This is an optimization exercise on Yosys and OpenROAD, whose aim is small area, a short achievable clock period and few clock cycles, not a production implementation.
At most, simulation tests tie the RTL to the original design; equivalence was not proved.
The flow treats the clock pin as an ideal source. Dropping or thinning the clock tree relies on that and would not hold on a real chip.

==> module ELA, before the edit <==
module ELA(clk, rst, ready, in_data, data_rd, req, wen, addr, data_wr, done);
	input				clk;
	input				rst;
	input				ready;
	input		[7:0]	in_data;
	input		[7:0]	data_rd;
	output reg			req;
	output reg			wen;
	output reg	[12:0]	addr;
	output reg	[7:0]	data_wr;
	output reg			done;
localparam IDLE = 2'd0, STR = 2'd1, ODD = 2'd2, FIN = 2'd3;
localparam [11:0] LAST_GROUP = 12'd3970;	 
reg [1:0]  mode;
reg [11:0] n;		 
reg        pu, pw, pl;
reg        rdy;		 
always @(posedge clk or posedge rst) begin
	if(rst) begin
		mode <= IDLE;
		rdy <= 1'b0;
		req <= 1'b0;
		wen <= 1'b0;
		done <= 1'b0;
	end
	else begin
		rdy <= ready;
		req <= 1'b0;
		wen <= 1'b0;
		done <= 1'b0;
		case(mode)
			IDLE: if(rdy) begin
				mode <= STR;
				req <= 1'b1;
			end
			STR: begin
				wen <= 1'b1;
				if(n[6:0] == 7'd127 && n[11:7] != 5'd31)
					req <= 1'b1;
				if(n == 12'd4095)
					mode <= ODD;
			end
			ODD: begin
				wen <= pu && (n >= 12'd3);
				if(n == LAST_GROUP && pu)
					mode <= FIN;
			end
			default: done <= 1'b1;
		endcase
	end
end
always @(posedge clk) begin
	if(mode == ODD) begin
		pu <= pl;
		pw <= pu;
		pl <= pw;
	end
	else begin
		pu <= 1'b0;
		pw <= 1'b0;
		pl <= 1'b1;
	end
end
always @(posedge clk) begin
	if(mode == IDLE)
		n <= 12'd0;
	else if(mode == STR || pw)
		n <= n + 12'd1;
end
wire [6:0]  wc = n[6:0] - 7'd3;
wire [4:0]  wr = n[11:7] - {4'd0, (n[6:2] == 5'd0) && (n[1:0] != 2'd3)};
wire [11:0] w = {wr, wc};
wire [4:0]  lrow = n[11:7] + 5'd1;
always @(posedge clk) begin
	if(mode != ODD || pl)
		addr <= {n[11:7], 1'b0, n[6:0]};
	else if(pu)
		addr <= {w[11:7], 1'b1, w[6:0]};
	else
		addr <= {lrow, 1'b0, n[6:0]};
end
wire edge_col = (n[6:1] == 6'd1);
function [7:0] avg;
	input [7:0] a, b;
	reg [8:0] t;
	begin
		t = {1'b0, a} + {1'b0, b};
		avg = t[8:1];
	end
endfunction
reg [7:0] U0, U1, U2;
reg [7:0] L0, L1, L2;
always @(posedge clk) begin
	U0 <= U1;
	U1 <= pu ? U2 : U0;
	U2 <= pu ? data_rd : U2;
	L0 <= L1;
	L1 <= pu ? L2 : L0;
	L2 <= pl ? data_rd : L0;
end
wire [7:0] ut = pu ? U0 : U1;
wire [8:0] sd = {1'b0, ut} - {1'b0, L2};
wire [7:0] ad = sd[8] ? (8'd0 - sd[7:0]) : sd[7:0];
reg [7:0] Dp, Mp;		 
reg [7:0] Dmin, M;		 
reg       xlty;			 
always @(posedge clk) begin
	Dp <= ad;
	Mp <= avg(ut, L2);
	xlty <= sd[8];
end
wire [8:0] cmp = {1'b0, Dmin} + {1'b0, ~Dp} + {8'd0, !pl};
wire better = cmp[8];
always @(posedge clk) begin
	if(pw || (pl && better)) begin
		Dmin <= Dp;
		M <= Mp;
	end
end
wire vert = edge_col || better;
wire [7:0] x = U0, y = L0;
wire gx = (x >= M);
wire gy = (y >= M);
wire pick_x = xlty ? gx : !(gx || gy);
wire pick_y = xlty ? !(gx || gy) : gy;
wire [7:0] med = pick_x ? x : pick_y ? y : M;
wire [7:0] blue = vert ? Mp : med;
always @(posedge clk) begin
	if(mode == STR)
		data_wr <= in_data;
	else
		data_wr <= blue;
end
endmodule
export LEC_CHECK = 0
export ABC_AREA = 1
export CAP_MARGIN = 20
export CORE_MARGIN = 2
export CORE_UTILIZATION = 40
export SLEW_MARGIN = 20
create_clock -name core_clock -period 8.5 [get_ports {clk}]
standard.sh (not shown) runs the stock make flow with config.mk's settings and CLKGATE_MAP_FILE= SYNTH_SCRIPT=/design/flow/synth_recipe.tcl, a recipe that flattens the netlist after the stock synthesis.
==> flow/flow/run.sh <==
#!/bin/bash
# Layout flow: the standard flow with the standard synthesis unchanged,
# small port buffers, a one-level clock tree (flow/post_cts.tcl) and timing
# repair aimed below the clock period. Each step's output goes to a log file
# of its own in this folder; ORFS keeps its own logs under orfs/logs.
set -euo pipefail
here=$(pwd)
bash standard.sh synth > synth.log 2>&1
bash standard.sh \
  BUFFER_PORTS_ARGS="-buffer_cell sky130_fd_sc_hd__buf_2" \
  CTS_ARGS="-sink_clustering_enable -repair_clock_nets -buf_list sky130_fd_sc_hd__clkbuf_16 -dont_use_dummy_load" \
  POST_CTS_TCL="$here/flow/post_cts.tcl" \
  SETUP_SLACK_MARGIN=6.0 SKIP_CTS_REPAIR_TIMING=1 \
  finish > layout.log 2>&1
Other scripts of this flow, unchanged in this note and not shown: flow/flow/clocktree.tcl, flow/flow/post_cts.tcl
Change:
--- a/flow/design.v
+++ b/flow/design.v
@@ -93,12 +93,12 @@
 reg [7:0] L0, L1, L2;
 always @(posedge clk) begin
-	U0 <= U1;
-	U1 <= pu ? U2 : U0;
-	U2 <= pu ? data_rd : U2;
+	U0 <= pu ? U1 : U0;
+	U1 <= U2;
+	U2 <= pu ? data_rd : U1;
 	L0 <= L1;
 	L1 <= pu ? L2 : L0;
 	L2 <= pl ? data_rd : L0;
 end
-wire [7:0] ut = pu ? U0 : U1;
+wire [7:0] ut = pw ? U1 : U0;
 wire [8:0] sd = {1'b0, ut} - {1'b0, L2};
 wire [7:0] ad = sd[8] ? (8'd0 - sd[7:0]) : sd[7:0];
What happened: Synthesized area barely changes; setup slack is worse by 0.018 ns; clock skew rises by 0.0044 ns; fmax falls by 0.75%; die area hardly moves; core utilization falls by 0.28 points; cell area falls by 0.62%; routed wire length falls by 6.5%; global-route usage falls by 0.75 points.
Testbench counts after the change, summed over its fixed seeds: cycles 256,192.
The RTL of the first run of this note was laid out without a check of its function. No run of this note takes its clock network from TritonCTS; it comes from the design's own scripts or RTL.

## what the ideal ports hide
The results above use ideal ports. As a check the final layouts listed here were re-extracted and re-timed, cells and wires unchanged. Step 1 assumes that a clkbuf_16 drives the clock port and a buf_2 every other input. Step 2 adds t to the input delays and takes it off the output delays; t is the mean of the earliest and latest rising clock arrival at the registers after step 1. Input paths then give back, and output paths get back, about the clock's delay inside the block. Three values: no drivers, after step 1, after step 2; two values: the first two.
run	t, ns	setup slack, ns	worst setup path after step 2	worst data-port slew with drivers (ns)
the first run	0.262	6.127 / 6.035 / 6.147	register to register	0.05
the second run	0.255	6.109 / 6.023 / 6.161	register to register	0.03
After both steps setup and hold are still met in every run listed.
